What follows belongs to an exercise in optimizing a design on an open flow for small area and a short achievable clock period; a production flow would make more cautious choices.
Function was checked by simulation only, so behaviour that the tests miss may differ from the original.

Setup of v1:
Design mips, start of the top module:
module mips(
    input wire clk, 
    input wire reset, 
    input wire interrupt,  
    output wire [31:0] macroscopic_pc,  
    output wire [31:0] i_inst_addr,  
    input wire [31:0] i_inst_rdata,  
    output wire [31:0] m_data_addr, 
    input wire [31:0] m_data_rdata,  
    output wire [31:0] m_data_wdata,  
    output wire [3 :0] m_data_byteen,  
    output wire [31:0] m_int_addr,  
    output wire [3:0] m_int_byteen,  
    output wire [31:0] m_inst_addr,  
    output wire w_grf_we,  
    output wire [4:0] w_grf_addr,  
    output wire [31:0] w_grf_wdata,  
    output wire [31:0] w_inst_addr  
    );
clock: 200.0 ns
lec_check: 0
abc_area: 1
cap_margin: 10
core_margin: 2
core_utilization: 30
cts_buf_list: sky130_fd_sc_hd__clkbuf_8
place_density: 0.4
setup_slack_margin: 5
slew_margin: 10
standard.sh (not shown) runs the stock make flow with config.mk's settings and CLKGATE_MAP_FILE= SYNTH_SCRIPT=/design/flow/synth_recipe.tcl, a recipe that flattens the netlist after the stock synthesis.
==> flow/flow/run.sh <==
#!/bin/bash
# Own layout flow: the standard ORFS flow (standard.sh) with two changes
# to synthesis, both in the combinational logic only (registers untouched):
#   - adders' carry chains ($lcu) mapped as ripple carry (flow/lcu_ripple.v)
#     instead of Kogge-Stone
#   - ABC maps with an area-oriented script (flow/abc_own.script)
# After synthesis it is the standard flow, except that the port buffers that
# global placement puts on every input and output are buf_2 cells instead of
# the delay buffer buffer_ports picks by default. Each tool's output goes to
# the ORFS logs under orfs/logs; this script's own output goes to own_flow.log.
set -euo pipefail
W=$(pwd)
F=$W/flow
exec > >(tee -a "$W/own_flow.log") 2>&1

{
  echo "set ::own_lcu {$F/lcu_ripple.v}"
  echo "set ::own_abc {$F/abc_own.script}"
  cat <<'EOT'
proc synth {args} {
  set a {}
  foreach x $args {
    if {[string match *lcu_kogge_stone.v $x]} { lappend a $::own_lcu } else { lappend a $x }
  }
  yosys synth -nofsm -noshare {*}$a
}
proc abc {args} {
  set i [lsearch -exact $args -script]
  if {$i >= 0} { lset args [expr {$i + 1}] $::own_abc }
  puts "own flow: abc [lrange $args 0 1]"
  yosys abc {*}$args
}
EOT
  # The standard flow's synthesis script without its first line (its own synth proc)
  tail -n +2 "$W/synth_recipe.tcl"
} > "$W/own_synth.tcl"

sed "s#SYNTH_SCRIPT=[^ ]*#SYNTH_SCRIPT=$W/own_synth.tcl#" "$W/standard.sh" > "$W/own_standard.sh"
grep -q "SYNTH_SCRIPT=$W/own_synth.tcl" "$W/own_standard.sh"
bash "$W/own_standard.sh" "BUFFER_PORTS_ARGS=-buffer_cell sky130_fd_sc_hd__buf_2" "${@:-finish}"
==> flow/flow/abc_own.script <==
&get -n
&st
&synch2
&dch
&nf -R 1000
&put
topo
==> flow/flow/lcu_ripple.v <==
// Ripple-carry lookahead unit: maps Yosys's $lcu (the carry chain of every
// adder and comparator) as a plain carry chain instead of Kogge-Stone.
(* techmap_celltype = "$lcu" *)
module _80_lcu_ripple (P, G, CI, CO);
	parameter WIDTH = 2;

	(* force_downto *)
	input [WIDTH-1:0] P, G;
	input CI;

	(* force_downto *)
	output [WIDTH-1:0] CO;

	genvar i;
	generate
		for (i = 0; i < WIDTH; i = i + 1) begin : c
			if (i == 0) begin : f
				assign CO[i] = G[i] | (P[i] & CI);
			end else begin : n
				assign CO[i] = G[i] | (P[i] & CO[i-1]);
			end
		end
	endgenerate
endmodule
Here is what was changed in the inputs of v37 compared with v1.
- CAP_MARGIN: 10 -> 5
- SLEW_MARGIN: 10 -> 5
- CELL_PAD_IN_SITES_DETAIL_PLACEMENT: unset -> 1
- CTS_CLUSTER_DIAMETER: unset -> 100
- CTS_CLUSTER_SIZE: unset -> 12
- CELL_PAD_IN_SITES_GLOBAL_PLACEMENT: unset -> 1
- CORE_UTILIZATION: 30 -> 25
- PLACE_DENSITY: 0.4 -> 0.5
-- flow/flow/run.sh --
<<< v1, line 7
# After synthesis it is the standard flow, except that the port buffers that
# global placement puts on every input and output are buf_2 cells instead of
# the delay buffer buffer_ports picks by default. Each tool's output goes to
>>> v37, line 7
# After synthesis it is the standard flow, except that the port buffers that
# global placement puts on every input and output are buf_1 cells instead of
# the delay buffer buffer_ports picks by default. Each tool's output goes to
<<< v1, line 39
grep -q "SYNTH_SCRIPT=$W/own_synth.tcl" "$W/own_standard.sh"
bash "$W/own_standard.sh" "BUFFER_PORTS_ARGS=-buffer_cell sky130_fd_sc_hd__buf_2" "${@:-finish}"
>>> v37, line 39
grep -q "SYNTH_SCRIPT=$W/own_synth.tcl" "$W/own_standard.sh"
bash "$W/own_standard.sh" "BUFFER_PORTS_ARGS=-buffer_cell sky130_fd_sc_hd__buf_1" "${@:-finish}"
[summary]
- The fraction of the mapped netlist area in adder cells was comparable across v1 and v37.
- Global-route wire length before repair of v37 exceeds that of v1 by a few percent.
- Taking v1 as the reference, in v37 met3 track demand over resource in global routing has decreased; post-route worst hold slack increased 0.012 ns.
- v37 vs v1 on final worst slack: v37 is the lower one.
- In the tables for v1 and v37, die span in y reads lower with v1.
- In the metrics for v1 and v37, the one carrying the higher area share of buffers outside the clock network is v1.
- Run comparison: v1 critical path endpoint m_int_byteen[2]; v37 critical path endpoint m_data_byteen[2]
- On multi-input combinational gate total, v1 and v37 are neck and neck.
- | highest clock frequency the design can meet | v1 vs v37 | ≈ equal |

## separate check: timing with driven ports
Ports are ideal in the flow. The routed layouts listed here were re-timed in OpenROAD.
Step 1, drivers: a clkbuf_16 drives clk and a buf_2 each remaining input, both assumed.
Step 2 adds t to the input delays and takes it off the output delays; t is the mean of the earliest and latest rising clock arrival at the registers after step 1. Input paths then give back, and output paths get back, about the clock's delay inside the block.
Slacks: ideal ports / drivers / drivers and shift; pairs: ideal ports / drivers.
| run | t (ns) | setup slack, ns | worst slew at a driven data input, ns |
|---|---|---|---|
| v1 | 1.085 | 118.346 / 118.321 / 118.321 | 0.15 |
| v37 | 1.110 | 118.192 / 118.166 / 118.166 | 0.04 |
After both steps every run listed still meets setup and hold. The setup slack of v37, which loses most, moves by -0.026 ns with the drivers and by -0.026 ns with both steps.
